This design comes from an exercise in tuning for a short achievable clock period and few clock cycles on the open sky130 flow, not from production work. Function was not checked in any run shown here: the RTL went through the layout flow alone.

--- flow/config.mk ---
export PLATFORM = sky130hd
export DESIGN_NAME = MIPS
export DESIGN_NICKNAME = MIPS
export VERILOG_FILES = /design/flow/design.v
export SDC_FILE = /design/flow/constraint.sdc
export NUM_CORES = 4
export LEC_CHECK = 0
export CAP_MARGIN = 20
export CORE_MARGIN = 2
export CORE_UTILIZATION = 40
export SLEW_MARGIN = 20
--- flow/constraint.sdc ---
create_clock -name core_clock -period 100.0 [get_ports {clk}]
set_input_delay 20.0000 -clock core_clock [delete_from_list [all_inputs] [get_ports {clk}]]
set_output_delay 20.0000 -clock core_clock [all_outputs]
set_load 0.01 [all_outputs]
--- flow/design.v ---
module MUX #(parameter busSIZE=4) (input [busSIZE-1:0] in1, in2, in3, in4, input [1:0] select, output reg [busSIZE-1:0] out);
	always @ (select, in1, in2, in3, in4) begin 
		case(select)
		2'b00: out<=in1;
		2'b01: out<=in2;
		2'b10: out<=in3;
		2'b11: out<=in4;
		default: out<=in1;
		endcase
	end 
endmodule 
module MUX2input #(parameter busSIZE=5) (input [busSIZE-1:0] in1, in2, input select, output [busSIZE-1:0] out);
	assign out = select == 1'b0 ? in1 : in2;
endmodule 
module adder #(parameter SIZE = 32) (input [SIZE-1:0] a, b, output [SIZE-1:0] out, output c);
	assign {c, out}  = a + b;
endmodule  
module shiftLeft #(parameter SIZE = 16, parameter SIZEOUT = 32)(input [SIZE-1:0] val, input [4:0] sh, output [SIZEOUT-1:0] result);
	assign result = val<<sh;
endmodule 
module signExtend #(parameter SIZE = 16) (input [SIZE-1:0] val, output [31:0] extended);
  assign extended = { {(32-SIZE){val[SIZE-1]}} ,val[SIZE-1:0]};
endmodule
module register #(parameter SIZE=32) (input [SIZE-1:0] val, input clk, rst, ld, output reg[SIZE-1:0] out);
  always @ (posedge clk, posedge rst) begin 
    if(rst ==1'b1) out<={(SIZE){1'b0}};
    else if(ld ==1'b1) out <= val;
    else out<={(SIZE){1'b0}};
  end 
endmodule
module registerfile(
  input clk,
	input [4:0] readReg1, readReg2, writeReg, 
	input [31:0] writeData,
	input regWrite, 
	output [31:0] readData1, readData2);
	reg [31:0] regfile [1:31];
	always @(posedge clk) begin 
		if(regWrite == 1'b1 && writeReg != 5'd0)
  		  regfile[writeReg] <= writeData; 
	end 
	assign readData1 = (readReg1 == 5'd0) ? 32'b0 : regfile[readReg1];
	assign readData2 = (readReg2 == 5'd0) ? 32'b0 : regfile[readReg2];
endmodule
module ALU(input clk, hiloWrite,
     input [31:0] a, b, 
     input [3:0] ALUOp,
  output reg [31:0] result,
  output Zero);
  reg  [31:0]hiReg , loReg;
  always @ (ALUOp, a, b, hiReg, loReg) begin 
    case(ALUOp) 
      4'b0000: result = a + b;
      4'b0001: result = a-b; 
      4'b0010: result = a | b;
      4'b0011: result = a & b;      
      4'b0100: result = a ^ b;
      4'b0101: result = (a>b)? 32'b01: 32'b0;
      4'b0111: result = hiReg;
      4'b1000: result = loReg;
      default: result = 32'b0;
    endcase 
  end 
  always @ (posedge clk) begin
    if (hiloWrite) begin
      if (ALUOp == 4'b0110) {hiReg, loReg} <= a * b;
      else if (ALUOp == 4'b1001) {hiReg, loReg} <= (b == 32'b0) ? {32'hFFFFFFFF, a} : {a / b, a % b};
    end
  end
  assign Zero = (result==32'b0)? 1'b1: 1'b0;
endmodule
module controller( input [5:0] opcode,func,
        input zero,
        output reg RegDst, Branch, MemRead, MemWrite, MemToReg, ALUsrc, regWrite, IsJal,IsLui,
        output reg [1:0]PCselect,
        output reg [3:0] ALUop
        );
always @ (opcode , func, zero) begin
  RegDst <=0;
  Branch <=0; 
  MemRead<=1; 
  MemWrite<=0;
  MemToReg <=0; 
  ALUsrc<=0; 
  regWrite<=0; 
  IsJal<=0; 
  IsLui<=0; 
  PCselect<=2'b0;
  ALUop<=4'b0;
	case (opcode) 
		0 : case (func) 
				32 : begin 
					 	regWrite <=1;
					 	ALUsrc <=1;
					 	PCselect<=2'b00;
					 	RegDst <= 1;
					 	ALUop<=4'b0;
					 	MemToReg<=0;
					 	IsJal<=0; 
            			IsLui<=0; 
					 end	
				34 : begin
						 regWrite <=1;
					 	 ALUsrc <=1;
					   	 ALUop<=4'b0001;
					   	 PCselect<=2'b00;
					   	 RegDst <= 1;
					 	 MemToReg<=0;
					 	 IsJal<=0; 
					 	 IsLui<=0; 
					 end
				36 : begin
						regWrite <=1;
						RegDst <= 1;
					 	ALUsrc <=1;
					 	ALUop<=4'b0011;
					 	PCselect<=2'b00;
					 	MemToReg<=0;
					 	IsJal<=0; 
           			 	IsLui<=0; 
					 end	 	
				37 : begin
					 	regWrite <=1;
					 	ALUsrc <=1;
					 	RegDst <= 1;
					 	ALUop<=4'b0010;
					 	PCselect<=2'b00;
					 	MemToReg<=0;
					 	IsJal<=0; 
            			IsLui<=0; 
					 end
				38 : begin
						regWrite <=1;
						PCselect<=2'b00;
					 	ALUsrc <=1;
					 	ALUop<=4'b0100;
					 	MemToReg<=0;
					 	IsJal<=0; 
					 	RegDst <= 1;
            			IsLui<=0; 
					 end
				42 : begin
						regWrite <=1;
						RegDst <=1;
					 	ALUsrc <=1;
					 	ALUop<=4'b0101;
					 	MemToReg<=0;
					 	IsJal<=0; 
            			IsLui<=0; 
            			PCselect <= 2'b00;
					 end
				24 : begin
						regWrite <=0;
					 	ALUsrc <=1;
					 	RegDst <= 0;
					 	PCselect<=2'b00;
					 	ALUop<=4'b0110;
					 	MemToReg<=0;
					 	IsJal<=0; 
            			IsLui<=0; 
					 end
				26 : begin
						regWrite <=0;
					 	ALUsrc <=1;
					 	PCselect<=2'b00;
					 	RegDst <= 0;
					 	ALUop<=4'b1001;
					 	MemToReg<=0;
					 	IsJal<=0; 
            			IsLui<=0; 
					 end 
				8  : begin
					 PCselect <= 2'b10;
				  end 
				18 : begin
						 regWrite <=1;
					 	 ALUsrc <=1;
					 	 RegDst <= 1;
					 	 PCselect<=2'b00;
					 	 ALUop<=4'b1000;
					 	 MemToReg<=0;
					 	 IsJal<=0; 
             			 IsLui<=0; 
					 end
				16 : begin
						 regWrite <=1;
					 	ALUsrc <=1;
					 	ALUop<=4'b0111;
					 	MemToReg<=0;
					 	IsJal<=0;
					 	RegDst <= 1;
					 	PCselect<=2'b00; 
            			IsLui<=0; 
					 end	
		endcase
		35 : begin
						 regWrite <=1;
					 	ALUsrc <=0;
					 	ALUop<=4'b0000;
					 	MemToReg<=1;
					 	MemRead <=1;
					 	IsJal<=0; 
					 	PCselect<=2'b00;
            			IsLui<=0; 
			 end
		43 : begin
				  		regWrite <=0;
					 	ALUsrc <=0;
					 	ALUop<=4'b0000;
					 	MemToReg<=1;
					 	PCselect<=2'b00;
					 	MemWrite<=1;
					 	IsJal<=0; 
            			IsLui<=0;  
			 end
			10 : begin
						regWrite <=1;
					 	ALUsrc <=0;
					 	RegDst <=0;
					 	ALUop<=4'b0101;
					 	MemToReg<=0;
					 	IsJal<=0; 
            			IsLui<=0; 
            			PCselect <=2'b00;
					 end	 
		15 : begin
				 regWrite <=1;
				 RegDst <=0;
				 ALUsrc <= 0;
				 MemToReg <= 0;
				IsJal<=0; 
          		IsLui<=1; 
			 end	 
	     	2 : begin 
	     	   regWrite <=0;
			   PCselect <= 2'b11;
	     	  end
		    3 : begin
			 	   regWrite <=1;
				   PCselect <= 2'b11;
					IsJal<=1; 
            		IsLui<=0;
            		RegDst <= 0; 
     			 end
	     	 8 : begin
				    regWrite <=1;
					 	ALUsrc <=0;
					 	ALUop<=4'b0;
					 	RegDst <=0;
					 	PCselect <= 2'b00;
					 	MemToReg<=0;
					 	IsJal<=0; 
            			IsLui<=0; 
			      end 
		4  : begin 
				RegDst <= 0;
				ALUsrc <= 1;
				ALUop<=4'b1;
				 if(zero) PCselect <= 2'b01;
				 else PCselect <= 2'b00;
			 end
		5  : begin
				RegDst <= 0;
				ALUsrc <= 1;
				ALUop<=4'b1;
				 if(~zero) PCselect <= 2'b01;
				 else PCselect <= 2'b00;
			 end
	endcase
 end
endmodule
module datapath(
    input RegDst, Branch, MemRead, MemWrite, MemToReg, ALUsrc, regWrite, IsJal,IsLui,
    input [1:0]PCselect,
    input [3:0] ALUOp, 
    input clk, rst,
    output zero,
    output [31:0] Instruction,
    output [31:0] imem_addr,
    input  [31:0] imem_rdata,
    output [31:0] dmem_addr,
    output [31:0] dmem_wdata,
    output dmem_we,
    input  [31:0] dmem_rdata
  );
  wire [31:0] A, B, ResultALU;
  wire [31:0] PCprev, PCcurr, PC4, PCbeq, beqoffset, BeqAddress;
  wire junk1, junk2;
  wire [1:0] writeRegMuxSelect,writeRegDataSelect;
  wire [4:0] writeRegister;
  wire [31:0] regReadData1, regReadData2, regWriteData;
  wire [31:0] memReadData;
  wire [31:0] ALUMemResult;
  wire [27:0] J4;
  wire [31:0] Jaddress;
  wire [31:0] luiValue; 
  assign imem_addr = PCcurr;
  assign Instruction = imem_rdata;
  assign dmem_addr = ResultALU;
  assign dmem_wdata = regReadData2;
  assign dmem_we = MemWrite & ~rst;
  assign memReadData = dmem_rdata;
  MUX2input #(32) memoutMUX(ResultALU, memReadData, MemToReg, ALUMemResult); 
  assign writeRegDataSelect = {IsJal, IsLui};
  assign writeRegMuxSelect = {RegDst, IsJal};
  MUX #(5) writeRegMUX(Instruction[20:16],5'b11111 ,Instruction[15:11], 5'b0, writeRegMuxSelect, writeRegister);
  MUX #(32) regWriteDataMux(ALUMemResult, luiValue, PC4, 32'b0, writeRegDataSelect, regWriteData);
  registerfile regfile(clk,Instruction[25:21], Instruction[20:16], writeRegister, regWriteData, regWrite & ~rst, regReadData1, regReadData2);
  ALU alu(clk, ~rst, A, B, ALUOp, ResultALU, zero);
  assign A = regReadData1;
  MUX2input #(32) aluMUX(BeqAddress, regReadData2, ALUsrc, B);
  signExtend #(16) SE(Instruction[15:0], BeqAddress);
  shiftLeft #(32, 32) sl(BeqAddress, 5'd2, beqoffset);
  adder beqAdder (PC4, beqoffset, PCbeq, junk2);
  register PCregister(PCprev, clk, rst , 1'b1, PCcurr); 
  adder PCAdder (PCcurr, 32'b100, PC4, junk1);
  MUX #(32) PCMux( PC4,PCbeq, regReadData1, Jaddress, PCselect, PCprev);
  shiftLeft #(26, 28) slJ(Instruction[25:0], 5'd2, J4);
  assign Jaddress = {PC4[31:28] , J4};
  shiftLeft #(16, 32) lowerHalf(Instruction[15:0], 5'd16, luiValue);
endmodule
module MIPS(
	input clk, rst,
	output [31:0] imem_addr,
	input  [31:0] imem_rdata,
	output [31:0] dmem_addr,
	output [31:0] dmem_wdata,
	output dmem_we,
	input  [31:0] dmem_rdata);
	wire Zero; 
	wire [31:0] Instruction;
	wire [3:0] ALUop;
	wire [5:0] opcode, func;  
	wire [1:0] PCselect;	 
	wire RegDst, Branch, MemRead, MemWrite, MemToReg, ALUsrc, regWrite, IsJal, IsLui;
  assign opcode = {Instruction[31:26]};
  assign func = {Instruction[5:0]};
	datapath cpuDP(RegDst, Branch, MemRead, MemWrite, MemToReg, ALUsrc, regWrite, IsJal,IsLui, PCselect, ALUop, clk, rst, Zero, Instruction,
		imem_addr, imem_rdata, dmem_addr, dmem_wdata, dmem_we, dmem_rdata);
	controller cpuControl(opcode,func,Zero, RegDst, Branch, MemRead, MemWrite, MemToReg, ALUsrc, regWrite, IsJal,IsLui, PCselect,ALUop);
endmodule
--- flow/run.sh ---
#!/bin/bash
# synth_recipe.tcl (not shown) runs the flow's synth.tcl, then flattens the netlist and writes it again
# the make line also repeats each setting of config.mk as NAME=value (left out here)
make -C /OpenROAD-flow-scripts/flow DESIGN_CONFIG=/design/flow/config.mk WORK_HOME=/design/flow/orfs CLKGATE_MAP_FILE= SYNTH_SCRIPT=/design/flow/synth_recipe.tcl finish
==> results.txt, run 1 <==
status=timing/DRC/antenna clean; RD Place Congestion=1.04; initial antenna violation count=35; hold_sp=cpuDP.PCregister.out[0]; H-Tree Depth=3; clock root buffer master=clkbuf_16; post-synthesis cell area=0.120 sq mm; layout cells sized above 1=0.145; period utilization=0.961; Die H=552 um; Synth top cells by count=1453 x nand2_1, 1265 x inv_1, 1056 x edfxtp_1, 920 x ha_1, 909 x nor2_1; endpoints failing setup=0; TritonCTS Buffers=109; vias=105247; DR vias/cell=6.34; CP dominant cell by count=o21a_1; global route overflow=0; Worst Setup SP=imem_rdata[20]; highest clock rate=0.0104 GHz; arrival time at the worst endpoint=96760 ps; pin count of the biggest net entering global routing=66; Skew-Pair Late Insertion Delay=790 ps; First-pass DRT Iterations=6; Yosys top cell area share=0.264; sequential fraction of the synthesis area=0.271; Async SR Flop Fraction=0.0294; max-cap violations=0; syn_nets=14032; worst rel slew slack=0.0548; TritonCTS clock tree=built; Finished Cell Area=0.135 sq mm; initial core utilization=0.401; Site Rows=201; die area=0.304 sq mm; max-slew violation count=0; CP required=100640 ps; CTS Hold Buffers Added=0; top-count cell post-synth=nand2_1; Worst Setup Start Kind=primary input; half-perimeter wire length after placement=402000 um; CTS clock-pin slew for the worst setup and hold paths=70 ps; Clock Skew=53.3 ps; Final #Nets=14411; Slowest-stage cell, CP=o41ai_2; Bufs on Longest Clock Path=3; clk sinks=1088; Synth area leaders=edfxtp_1 26%, fa_1 15%, ha_1 9.6%; Die X=552 um; # IOs=163; dpl cells=16339; maximum fanout along the worst path=27; Routed Antenna Nets=0; worst r2r src=cpuDP.regfile.regfile[15][18]; Crit Path Class=primary input to flip-flop; drt drc=0; endpoints failing hold=0; first-pass GRT wire length=756000 um; synth unique cells=123; largest area contributor in the synthesized netlist=edfxtp_1; total track usage=0.348; mean post-synth cell area=9.88 sq um; #FFs+latches synth=1088; crit-path max cell delay=720 ps; dpl cell area=0.130 sq mm; Post-synth EDFFs=1056; PnR worst setup slack=3880 ps; port buffer count=162; Tmin final=96120 ps; HP Class=flip-flop to flip-flop; Critical Path End Type=flip-flop; Place WS=-2170 ps; ys flop type=edfxtp_1; gate count after technology mapping=12146; number of synthesis warnings=6; DRT iter0 DRCs=13741; Worst Max-Slew Pin Slew=1410 ps; vias in the first global route=101939; Syn-to-layout area delta=12.5%; Final Non-Filler Cells=16598; core area=0.299 sq mm; average wire per standard cell=32.4 um; routed wire length=538000 um
[state kept, by name, summed over array words and instances (netlist names)]
| name | count |
|---|---|
| cpuDP.regfile.regfile | 992 |
| cpuDP.PCregister.out | 32 |
| cpuDP.alu.loReg | 32 |
| cpuDP.alu.hiReg | 32 |
[cells by family after synthesis]
group,after synthesis,share of synthesized area
adders and majority gates,1820,0.246
AOI/OAI and AO/OA,2563,0.147
buffers and inverters,1905,0.0635
and+or+nand+nor,3514,0.133
DFF,1088,0.271
xor gates and xnor gates,452,0.0330
muxes,804,0.107
[layout by cell type, fill, tap and decap left out, types with 183 or more instances in the layout]
cell and instances:
mux4_2 366, ha_1 920, mux2i_1 326, a21o_1 226, buf_4 693, edfxtp_1 1056, inv_1 1253, nor3_1 246
a21oi_1 543, nor2_1 855, fa_1 900, o21ai_0 365, nand2_1 1446, xnor2_1 269, xor2_1 183, o21a_1 189
[through the flow]
| step | utilization | hold slack, ps | setup TNS [ps] |
|---|---|---|---|
| 2_1_floorplan | - | 558 | 0 |
| 3_3_place_gp | 0.435 | 533 | -13390 |
| 3_5_place_dp | 0.435 | 533 | -63950 |
| 4_1_cts | 0.448 | 550 | 0 |
| 5_1_grt | 0.451 | 613 | -5290 |
| 6_report | 0.451 | 552 | 0 |
[cell type report]
type | count | area [sq um]
clock buffers | 134 | 2840
inverters | 1286 | 4830
flip-flops and latches | 1088 | 32500
multi-input cells | 9153 | 81600
fillers | 28435 | 164000
diodes | 24 | 60.1
repair buffers | 887 | 7390
well taps | 3958 | 4950
clock inverters | 68 | 820
[timing repair]
action | in CTS | in global routing
pin swaps | 1 | 30
cloned | 0 | 0
endpoints found under the setup margin | 33 | 34
setup buffers | 3 | 27
resized for setup | 24 | 175
[worst max-delay path, delay by kind of cell]
kind,cells,cell delay (ps)
compound gates,190,39980
simple gates,96,18550
buf+inv,36,6480
mux,7,1920
fa+ha+maj,31,9610
[per-layer routing]
| metal | track usage | routed length [um] | share of wire |
|---|---|---|---|
| met5 | 0 | 331 | 0.00062 |
| met4 | 0.232 | 44400 | 0.083 |
| met3 | 0.0850 | 59200 | 0.11 |
| met2 | 0.537 | 236000 | 0.44 |
| met1 | 0.434 | 198000 | 0.37 |
[worst paths after layout]
path                       depth (start not counted)  slack (ps)                       end
max in group asynchronous                          4       79610   cpuDP.PCregister.out[8]
min in group asynchronous                          3       19690  cpuDP.PCregister.out[25]
min reg2reg                                        2         550   cpuDP.PCregister.out[0]
max                                              360        3880       cpuDP.alu.loReg[27]
max reg2reg                                      354       23300       cpuDP.alu.loReg[27]
min                                                2         550   cpuDP.PCregister.out[0]
==> inputs of run 2 (changes only) <==
--- a/flow/design.v
+++ b/flow/design.v
@@ -327,15 +327,226 @@
 	output [31:0] dmem_wdata,
 	output dmem_we,
 	input  [31:0] dmem_rdata);
-	wire Zero; 
-	wire [31:0] Instruction;
-	wire [3:0] ALUop;
-	wire [5:0] opcode, func;  
-	wire [1:0] PCselect;	 
-	wire RegDst, Branch, MemRead, MemWrite, MemToReg, ALUsrc, regWrite, IsJal, IsLui;
-  assign opcode = {Instruction[31:26]};
-  assign func = {Instruction[5:0]};
-	datapath cpuDP(RegDst, Branch, MemRead, MemWrite, MemToReg, ALUsrc, regWrite, IsJal,IsLui, PCselect, ALUop, clk, rst, Zero, Instruction,
-		imem_addr, imem_rdata, dmem_addr, dmem_wdata, dmem_we, dmem_rdata);
-	controller cpuControl(opcode,func,Zero, RegDst, Branch, MemRead, MemWrite, MemToReg, ALUsrc, regWrite, IsJal,IsLui, PCselect,ALUop);
+  reg [31:0] e_pc, e_pc4;
+  reg        e_rw, e_we, e_beq, e_bne, e_jmp, e_jr, e_mult, e_div, e_hilo;
+  reg [31:0] e_a, e_b, e_imm, e_tgt;
+  reg [4:0]  e_rd;
+  reg        e_useimm, e_add, e_sub, e_and, e_or, e_xor, e_sgt, e_lui, e_link, e_hi, e_lo, e_load;
+  reg [31:0] hi, lo;
+  wire       dv_busy;
+  wire [31:0] dv_q, dv_r;
+  wire       dv_done;
+  wire stall = e_hilo & dv_busy;
+  wire eq    = (e_a == e_b);
+  wire taken = e_jmp | (e_beq & eq) | (e_bne & ~eq);
+  assign imem_addr = taken ? e_tgt : e_jr ? e_a : stall ? e_pc : e_pc4;
+  assign dmem_addr  = e_a + e_imm;
+  assign dmem_wdata = e_b;
+  assign dmem_we    = e_we;
+  wire [31:0] op2 = e_useimm ? e_imm : e_b;
+  wire [31:0] alu =
+      ({32{e_add}}  & (e_a + op2))
+    | ({32{e_sub}}  & (e_a - op2))
+    | ({32{e_and}}  & (e_a & op2))
+    | ({32{e_or}}   & (e_a | op2))
+    | ({32{e_xor}}  & (e_a ^ op2))
+    | ({32{e_sgt}}  & {31'b0, (e_a > op2)})
+    | ({32{e_lui}}  & {e_imm[15:0], 16'b0})
+    | ({32{e_link}} & e_pc4)
+    | ({32{e_hi}}   & hi)
+    | ({32{e_lo}}   & lo);
+  wire [31:0] result = e_load ? dmem_rdata : alu;
+  wire        wr_en  = e_rw & ~stall;
+  reg [31:0] rf [1:31];
+  always @(posedge clk) begin
+    if (wr_en) rf[e_rd] <= result;
+  end
+  wire [63:0] prod;
+  mul32 u_mul(.a(e_a), .b(e_b), .p(prod));
+  always @(posedge clk) begin
+    if (e_mult & ~dv_busy) {hi, lo} <= prod;
+    else if (dv_done) begin hi <= dv_q; lo <= dv_r; end
+  end
+  div32 u_div(.clk(clk), .rst(rst), .start(e_div & ~dv_busy), .a(e_a), .b(e_b),
+              .busy(dv_busy), .done(dv_done), .q(dv_q), .r(dv_r));
+  wire [31:0] ir = imem_rdata;
+  wire [5:0] op = ir[31:26];
+  wire [5:0] fn = ir[5:0];
+  wire [4:0] rs = ir[25:21];
+  wire [4:0] rt = ir[20:16];
+  wire [4:0] rd = ir[15:11];
+  wire isR    = (op == 6'd0);
+  wire d_add  = isR & (fn == 6'd32);
+  wire d_sub  = isR & (fn == 6'd34);
+  wire d_and  = isR & (fn == 6'd36);
+  wire d_or   = isR & (fn == 6'd37);
+  wire d_xor  = isR & (fn == 6'd38);
+  wire d_slt  = isR & (fn == 6'd42);
+  wire d_mult = isR & (fn == 6'd24);
+  wire d_div  = isR & (fn == 6'd26);
+  wire d_mfhi = isR & (fn == 6'd16);
+  wire d_mflo = isR & (fn == 6'd18);
+  wire d_jr   = isR & (fn == 6'd8);
+  wire d_addi = (op == 6'd8);
+  wire d_slti = (op == 6'd10);
+  wire d_lui  = (op == 6'd15);
+  wire d_lw   = (op == 6'd35);
+  wire d_sw   = (op == 6'd43);
+  wire d_beq  = (op == 6'd4);
+  wire d_bne  = (op == 6'd5);
+  wire d_j    = (op == 6'd2);
+  wire d_jal  = (op == 6'd3);
+  wire d_writes = d_add | d_sub | d_and | d_or | d_xor | d_slt | d_mfhi | d_mflo
+                | d_addi | d_slti | d_lui | d_lw | d_jal;
+  wire [4:0] d_dest = d_jal ? 5'd31 : isR ? rd : rt;
+  wire [31:0] d_pc4 = imem_addr + 32'd4;
+  wire [31:0] d_tgt = (d_j | d_jal) ? {d_pc4[31:28], ir[25:0], 2'b00}
+                                    : d_pc4 + {{14{ir[15]}}, ir[15:0], 2'b00};
+  wire [31:0] rf_a = (rs == 5'd0) ? 32'b0 : rf[rs];
+  wire [31:0] rf_b = (rt == 5'd0) ? 32'b0 : rf[rt];
+  wire [31:0] d_a  = (wr_en && e_rd == rs) ? result : rf_a;
+  wire [31:0] d_b  = (wr_en && e_rd == rt) ? result : rf_b;
+  always @(posedge clk) begin
+    e_a      <= d_a;
+    e_b      <= d_b;
+    e_imm    <= {{16{ir[15]}}, ir[15:0]};
+    e_tgt    <= d_tgt;
+    e_rd     <= d_dest;
+    e_useimm <= d_addi | d_slti | d_lw | d_sw;
+    e_add    <= d_add | d_addi;
+    e_sub    <= d_sub;
+    e_and    <= d_and;
+    e_or     <= d_or;
+    e_xor    <= d_xor;
+    e_sgt    <= d_slt | d_slti;
+    e_lui    <= d_lui;
+    e_link   <= d_jal;
+    e_hi     <= d_mfhi;
+    e_lo     <= d_mflo;
+    e_load   <= d_lw;
+  end
+  always @(posedge clk or posedge rst) begin
+    if (rst) begin
+      e_pc   <= 32'b0;
+      e_pc4  <= 32'b0;
+      e_rw   <= 1'b0;
+      e_we   <= 1'b0;
+      e_beq  <= 1'b0;
+      e_bne  <= 1'b0;
+      e_jmp  <= 1'b0;
+      e_jr   <= 1'b0;
+      e_mult <= 1'b0;
+      e_div  <= 1'b0;
+      e_hilo <= 1'b0;
+    end else begin
+      e_pc   <= imem_addr;
+      e_pc4  <= d_pc4;
+      e_rw   <= d_writes & (d_dest != 5'd0);
+      e_we   <= d_sw;
+      e_beq  <= d_beq;
+      e_bne  <= d_bne;
+      e_jmp  <= d_j | d_jal;
+      e_jr   <= d_jr;
+      e_mult <= d_mult;
+      e_div  <= d_div;
+      e_hilo <= d_mult | d_div | d_mfhi | d_mflo;
+    end
+  end
+endmodule
+module mul32(input [31:0] a, input [31:0] b, output [63:0] p);
+  wire [63:0] pp [0:31];
+  genvar i;
+  generate
+    for (i = 0; i < 32; i = i + 1) begin : g_pp
+      assign pp[i] = {32'b0, a & {32{b[i]}}} << i;
+    end
+  endgenerate
+  wire [63:0] l1 [0:21];
+  wire [63:0] l2 [0:14];
+  wire [63:0] l3 [0:9];
+  wire [63:0] l4 [0:6];
+  wire [63:0] l5 [0:4];
+  wire [63:0] l6 [0:3];
+  wire [63:0] l7 [0:2];
+  wire [63:0] l8 [0:1];
+  generate
+    for (i = 0; i < 10; i = i + 1) begin : g_l1
+      csa u(pp[3*i], pp[3*i+1], pp[3*i+2], l1[2*i], l1[2*i+1]);
+    end
+    assign l1[20] = pp[30];
+    assign l1[21] = pp[31];
+    for (i = 0; i < 7; i = i + 1) begin : g_l2
+      csa u(l1[3*i], l1[3*i+1], l1[3*i+2], l2[2*i], l2[2*i+1]);
+    end
+    assign l2[14] = l1[21];
+    for (i = 0; i < 5; i = i + 1) begin : g_l3
+      csa u(l2[3*i], l2[3*i+1], l2[3*i+2], l3[2*i], l3[2*i+1]);
+    end
+    for (i = 0; i < 3; i = i + 1) begin : g_l4
+      csa u(l3[3*i], l3[3*i+1], l3[3*i+2], l4[2*i], l4[2*i+1]);
+    end
+    assign l4[6] = l3[9];
+    for (i = 0; i < 2; i = i + 1) begin : g_l5
+      csa u(l4[3*i], l4[3*i+1], l4[3*i+2], l5[2*i], l5[2*i+1]);
+    end
+    assign l5[4] = l4[6];
+    csa u6(l5[0], l5[1], l5[2], l6[0], l6[1]);
+    assign l6[2] = l5[3];
+    assign l6[3] = l5[4];
+    csa u7(l6[0], l6[1], l6[2], l7[0], l7[1]);
+    assign l7[2] = l6[3];
+    csa u8(l7[0], l7[1], l7[2], l8[0], l8[1]);
+  endgenerate
+  assign p = l8[0] + l8[1];
+endmodule
+module csa(input [63:0] x, y, z, output [63:0] s, c);
+  assign s = x ^ y ^ z;
+  assign c = {((x & y) | (x & z) | (y & z)), 1'b0} ;
+endmodule
+module div32 #(parameter STEPS = 8) (
+  input clk, rst, start,
+  input [31:0] a, b,
+  output reg busy,
+  output done,
+  output [31:0] q, r);
+  localparam CYC = (32 + STEPS - 1) / STEPS;
+  reg [31:0] sq, sr, sd;
+  reg [5:0]  cnt;
+  wire [31:0] q0 = busy ? sq : a;
+  wire [31:0] r0 = busy ? sr : 32'b0;
+  wire [31:0] d  = busy ? sd : b;
+  reg  [31:0] qn, rn;
+  reg  [32:0] t;
+  integer k;
+  always @* begin
+    qn = q0;
+    rn = r0;
+    for (k = 0; k < STEPS; k = k + 1) begin
+      t  = {rn, qn[31]} - {1'b0, d};
+      rn = t[32] ? {rn[30:0], qn[31]} : t[31:0];
+      qn = {qn[30:0], ~t[32]};
+    end
+  end
+  assign q = qn;
+  assign r = rn;
+  assign done = busy ? (cnt == CYC - 1) : (start && CYC == 1);
+  always @(posedge clk) begin
+    if (busy | start) begin
+      sq <= qn;
+      sr <= rn;
+      if (start) sd <= b;
+    end
+  end
+  always @(posedge clk or posedge rst) begin
+    if (rst) begin
+      busy <= 1'b0;
+      cnt  <= 6'd0;
+    end else if (start) begin
+      busy <= (CYC > 1);
+      cnt  <= 6'd1;
+    end else if (busy) begin
+      busy <= (cnt != CYC - 1);
+      cnt  <= cnt + 6'd1;
+    end
+  end
 endmodule
==> run 2 against run 1 <==
  * Still clean on timing, DRC and antenna
  * Synthesized cell count shrank 14%
  * Fmax rose to 2.6 times the previous value
  * Via count fell by 18%
  * Count of clock-buffer cells in the layout up 55
  * Largest cell class unchanged
  * First-iteration DRC count down 38%
==> results.txt, run 2 <==
Final Non-Filler Cells=14423; RD Place Congestion=1.02; Routed Antenna Nets=0; syn_nets=12147; number of synthesis warnings=3; Synth area leaders=edfxtp_1 30%, fa_1 16%, mux4_2 8.0%; Synth top cells by count=1205 x inv_1, 1152 x edfxtp_1, 920 x fa_1, 843 x nor2_1, 755 x nand2_1; Clock Skew=98.6 ps; vias=86333; RSZ-0062 raised after global routing=false; endpoints failing hold=0; layout cells sized above 1=0.119; CP required=100490 ps; H-Tree Depth=4; Die X=539 um; average wire per standard cell=29.3 um; Resized cells post-CTS=0; DR vias/cell=5.99; max-cap violations=0; commonest cells after routing, fill and taps aside=1203 x inv_1, 1152 x edfxtp_1, 920 x fa_1; Reg with most FFs=rf; total track usage=0.287; arrival time at the worst endpoint=37750 ps; dpl cells=14140; Yosys top cell area share=0.302; HP Class=flip-flop to flip-flop; gate count after technology mapping=10471; CTS Hold Buffers Added=0; Place WS=63210 ps; Critical Path End Type=flip-flop; routed wire length=422000 um; CP bufs+invs=12; CTS clock-pin slew for the worst setup and hold paths=60 ps; drt drc=0; pin count of the biggest net entering global routing=154; endpoints failing setup=0; Worst Setup Start Kind=flip-flop; Bufs on Longest Clock Path=3; Skew-Pair Late Insertion Delay=840 ps; post-synthesis cell area=0.115 sq mm; Slowest-stage cell, CP=a31oi_1; global route overflow=0; CP dominant cell by count=o21ai_0; initial core utilization=0.402; Tmin final=37260 ps; Async SR Flop Fraction=0.0574; max-slew violation count=0; Crit Path Class=flip-flop to flip-flop; First-pass DRT Iterations=6; Site Rows=196; Largest delay share family, worst path=compound AO/OA/AOI/OAI gates; clock root buffer master=clkbuf_16; Fin Setup TNS=0 ps; first-pass GRT wire length=609000 um; ys flop type=edfxtp_1; vias in the first global route=87706; max reg flops=992; synth unique cells=96; core area=0.285 sq mm; status=timing/DRC/antenna clean; TritonCTS clock tree=built; die area=0.291 sq mm; DRT iter0 DRCs=8453; Syn-to-layout area delta=10.5%; crit-path max cell delay=640 ps; initial antenna violation count=27; #FFs+latches synth=1359; period utilization=0.373; maximum fanout along the worst path=153; TritonCTS Buffers=148; Die H=539 um; half-perimeter wire length after placement=302000 um; Final #Nets=12204; clk sinks=1359; Post-CTS Setup Bufs=0; highest clock rate=0.0268 GHz; Post-synth EDFFs=1152; Worst Max-Slew Pin Slew=1270 ps; worst rel slew slack=0.147; PnR worst setup slack=62740 ps; largest area contributor in the synthesized netlist=edfxtp_1; sequential fraction of the synthesis area=0.341; commonest non-fill, non-tap cell in the layout=inv_1; mean post-synth cell area=10.9 sq um; port buffer count=162; # IOs=163; top-count cell post-synth=inv_1
[run 2: cell count changes after synthesis, moves of 75 or more]
cell and delta:
a21o_1 -81, a21oi_1 +83, and2_1 +326, clkbuf_1 +75, dfxtp_1 +129, edfxtp_1 +96
ha_1 -230, nand2_1 -698, nor3_1 -181, o21a_1 -127, o22ai_1 -79
[run 2: cell type report]
type                       count  area, sq um
fill                       26299       159000
multi-input combinational   7346        69300
sequential                  1359        39200
tap                         3762         4710
inverter                    1208         4540
clock buffer                 189         3990
timing repair buffer         465         3970
clock inverter                86         1010
antenna                        8         20.0
[run 2: path summary, 6_finish.rpt]
check	cells after the start	slack, ps	end	start
setup reg to reg	134	62740	lo[21]	u_div.busy
hold reg to reg	0	480	u_div.sd[9]	e_b[9]
max in group asynchronous	3	79640	u_div.busy	rst
hold / removal	0	480	u_div.sd[9]	e_b[9]
setup / recovery	134	62740	lo[21]	u_div.busy
min in group asynchronous	3	19760	e_pc4[1]	rst
[run 2: cell families (layout without fill, tap and decap cells)]
logic type / Yosys count / in the layout / share of synthesized area
compound gates: 1891 / 1891 / 0.106
simple gates: 2548 / 2548 / 0.103
fa+ha+maj: 1610 / 1610 / 0.236
other cells: 0 / 8 / 0
xor+xnor: 389 / 389 / 0.0299
buf+inv: 1766 / 1948 / 0.0580
flops: 1359 / 1359 / 0.341
mux: 908 / 908 / 0.126
[run 2: layer usage]
layer  GRT usage  wire [um]
met3      0.0463      32900
met1       0.359     162000
met2       0.459     194000
met4       0.189      32900
met5           0        106
[run 2: metrics by stage]
stage | utilization | instance area (sq um) | hold WS [ps]
3_5_place_dp | 0.427 | 122000 | 462
2_1_floorplan | - | 115000 | 453
4_1_cts | 0.444 | 127000 | 474
3_3_place_gp | 0.426 | 122000 | 468
5_1_grt | 0.444 | 127000 | 487
6_report | 0.444 | 127000 | 479
==> inputs of run 3 (changes only) <==
--- a/flow/config.mk
+++ b/flow/config.mk
@@ -5,6 +5,7 @@
 export SDC_FILE = /design/flow/constraint.sdc
 export NUM_CORES = 4
 export LEC_CHECK = 0
+export ABC_CLOCK_PERIOD_IN_PS = 1000
 export CAP_MARGIN = 20
 export CORE_MARGIN = 2
 export CORE_UTILIZATION = 40
==> run 3 against run 2 <==
  * Still clean on timing, DRC and antenna
  * Register-to-register slack about the same
  * Global-route usage is the same
  * Critical path type unchanged
  * Largest cell class unchanged
  * Highest routed layer unchanged
==> results.txt, run 3 <==
status=timing/DRC/antenna clean; # IOs=163; max-cap violations=0; crit-path max cell delay=640 ps; Post-synth EDFFs=1152; initial antenna violation count=27; Fillers=26299; ys flop type=edfxtp_1; average wire per standard cell=29.3 um; Slowest-stage cell, CP=a31oi_1; post-synthesis cell area=0.115 sq mm; vias in the first global route=87706; CTS clock-pin slew for the worst setup and hold paths=60 ps; endpoints failing hold=0; Reg with most FFs=rf; mean post-synth cell area=10.9 sq um; endpoints failing setup=0; total track usage=0.287; Async SR Flop Fraction=0.0574; layout cells sized above 1=0.119; Routed Antenna Nets=0; Die X=539 um; die area=0.291 sq mm; Die H=539 um; top-count cell post-synth=inv_1; synth unique cells=96; Largest delay share family, worst path=compound AO/OA/AOI/OAI gates; highest clock rate=0.0268 GHz; hold_ws=479 ps; routed wire length=422000 um; CP required=100490 ps; Tmin final=37260 ps; hold_sp=e_b[9]; Syn-to-layout area delta=10.5%; Skew-Pair Late Insertion Delay=840 ps; worst r2r src=u_div.busy; Critical Path End Type=flip-flop; pin count of the biggest net entering global routing=154; worst hold endpoint=u_div.sd[9]; Post-CTS Setup Bufs=0; Clock Skew=98.6 ps; core area=0.285 sq mm; CP dominant cell by count=o21ai_0; first-pass GRT wire length=609000 um; CTS Hold Buffers Added=0; H-Tree Depth=4; clock root buffer master=clkbuf_16; Fin Setup TNS=0 ps; TritonCTS clock tree=built; syn_nets=12147; largest area contributor in the synthesized netlist=edfxtp_1; max-slew violation count=0; Yosys top cell area share=0.302; DR vias/cell=5.99; #FFs+latches synth=1359; RSZ-0062 raised after global routing=false; commonest cells after routing, fill and taps aside=1203 x inv_1, 1152 x edfxtp_1, 920 x fa_1; initial core utilization=0.402; max reg flops=992; worst rel slew slack=0.147; R2R depth=134; RD Place Congestion=1.02; Crit Path Class=flip-flop to flip-flop; First-pass DRT Iterations=6; Synth area leaders=edfxtp_1 30%, fa_1 16%, mux4_2 8.0%; Worst Setup Start Kind=flip-flop; maximum fanout along the worst path=153; port buffer count=162; HP Class=flip-flop to flip-flop; Bufs on Longest Clock Path=3; WHS Path Cells=0; period utilization=0.373; arrival time at the worst endpoint=37750 ps; vias=86333; R2R Setup Slk=62740 ps; sequential fraction of the synthesis area=0.341; Site Rows=196; Reg-to-Reg End=lo[21]; gate count after technology mapping=10471; Final #Nets=12204; TritonCTS Buffers=148; CP bufs+invs=12; Resized cells post-CTS=0; number of synthesis warnings=3; Worst Max-Slew Pin Slew=1270 ps; DRT iter0 DRCs=8453; global route overflow=0; half-perimeter wire length after placement=302000 um; clk sinks=1359; Synth top cells by count=1205 x inv_1, 1152 x edfxtp_1, 920 x fa_1, 843 x nor2_1, 755 x nand2_1; commonest non-fill, non-tap cell in the layout=inv_1; drt drc=0
[run 3: cell counts after synthesis]
Identical to the previous run, type by type.
[run 3: layout make-up]
type | instances | area (sq um) | share of cell area
Tap cell | 3762 | 4710 | 0.0372
Timing Repair Buffer | 465 | 3970 | 0.0313
Multi-Input combinational cell | 7346 | 69300 | 0.547
Sequential cell | 1359 | 39200 | 0.309
Clock buffer | 189 | 3990 | 0.0315
Inverter | 1208 | 4540 | 0.0358
Antenna cell | 8 | 20.0 | 0.000158
Clock inverter | 86 | 1010 | 0.00794
[run 3: logic make-up after synthesis]
logic type               share of synthesized area
AO/OA/AOI/OAI                                0.106
XOR/XNOR                                    0.0299
adder cells (fa/ha/maj)                      0.236
buffers and inverters                       0.0580
flip-flops                                   0.341
multiplexers                                 0.126
AND/OR/NAND/NOR                              0.103
[run 3: worst max path at each step]
stage | start | to | slack (ps) | cells past startpoint
after floorplan | u_div.busy | lo[29] | 67860 | 145
after global placement | u_div.busy | lo[8] | 63620 | 134
after detailed placement | u_div.busy | lo[4] | 63210 | 134
after CTS | u_div.busy | lo[21] | 63070 | 134
after global routing | u_div.busy | lo[21] | 60510 | 134
final | u_div.busy | lo[21] | 62740 | 134
[run 3: layer usage]
metal	share of wire	track usage
met1	0.38	0.359
met2	0.46	0.459
met3	0.078	0.0463
met4	0.078	0.189
met5	0.00025	0
[run 3: worst register-to-register path: cells and delay by family (launching register included)]
family	cells	cell delay, ps
DFF	1	530
xor gates and xnor gates	3	520
and+or+nand+nor	26	4740
muxes	11	4380
AOI/OAI and AO/OA	74	18420
adders and majority gates	8	3160
buffers and inverters	12	5190
[run 3: through the flow]
stage / util / std cells / cell area (sq um) / setup slack, ps
after floorplan: - / 10471 / 115000 / 67860
after detailed placement: 0.427 / 14140 / 122000 / 63210
after CTS: 0.444 / 14415 / 127000 / 63070
after global placement: 0.426 / 14136 / 122000 / 63620
final: 0.444 / 14423 / 127000 / 62740
after global routing: 0.444 / 14418 / 127000 / 60510

==> static timing again, ports no longer ideal <==
Ports are ideal in the flow. The routed layouts listed here were re-timed in OpenROAD. Step 1 (the two cells are an assumption about what drives the block):
set clk [get_ports {clk}]
set_driving_cell -lib_cell sky130_fd_sc_hd__clkbuf_16 $clk
set_driving_cell -lib_cell sky130_fd_sc_hd__buf_2 [delete_from_list [all_inputs] $clk]
Step 2 moves the port delays by t, midway between the first and last clock arrival at a register: inputs arrive t later, outputs are due t later. That takes back most of the time a late clock gives input paths. a / b / c = ideal / step 1 / step 2; a / b = the first two.
| run | t (ns) | setup WS [ns] | latest minus earliest clock arrival (ns) |
|---|---|---|---|
| run 1 | 0.847 | 3.876 / 3.759 / 2.912 | 0.054 / 0.053 |
| run 2 | 0.888 | 62.741 / 62.741 / 62.741 | 0.101 / 0.100 |
| run 3 | 0.888 | 62.741 / 62.741 / 62.741 | 0.101 / 0.100 |
After both steps setup and hold are still met in every run listed. The setup slack of run 1, which loses most, moves by -0.117 ns with the drivers and by -0.964 ns with both steps.
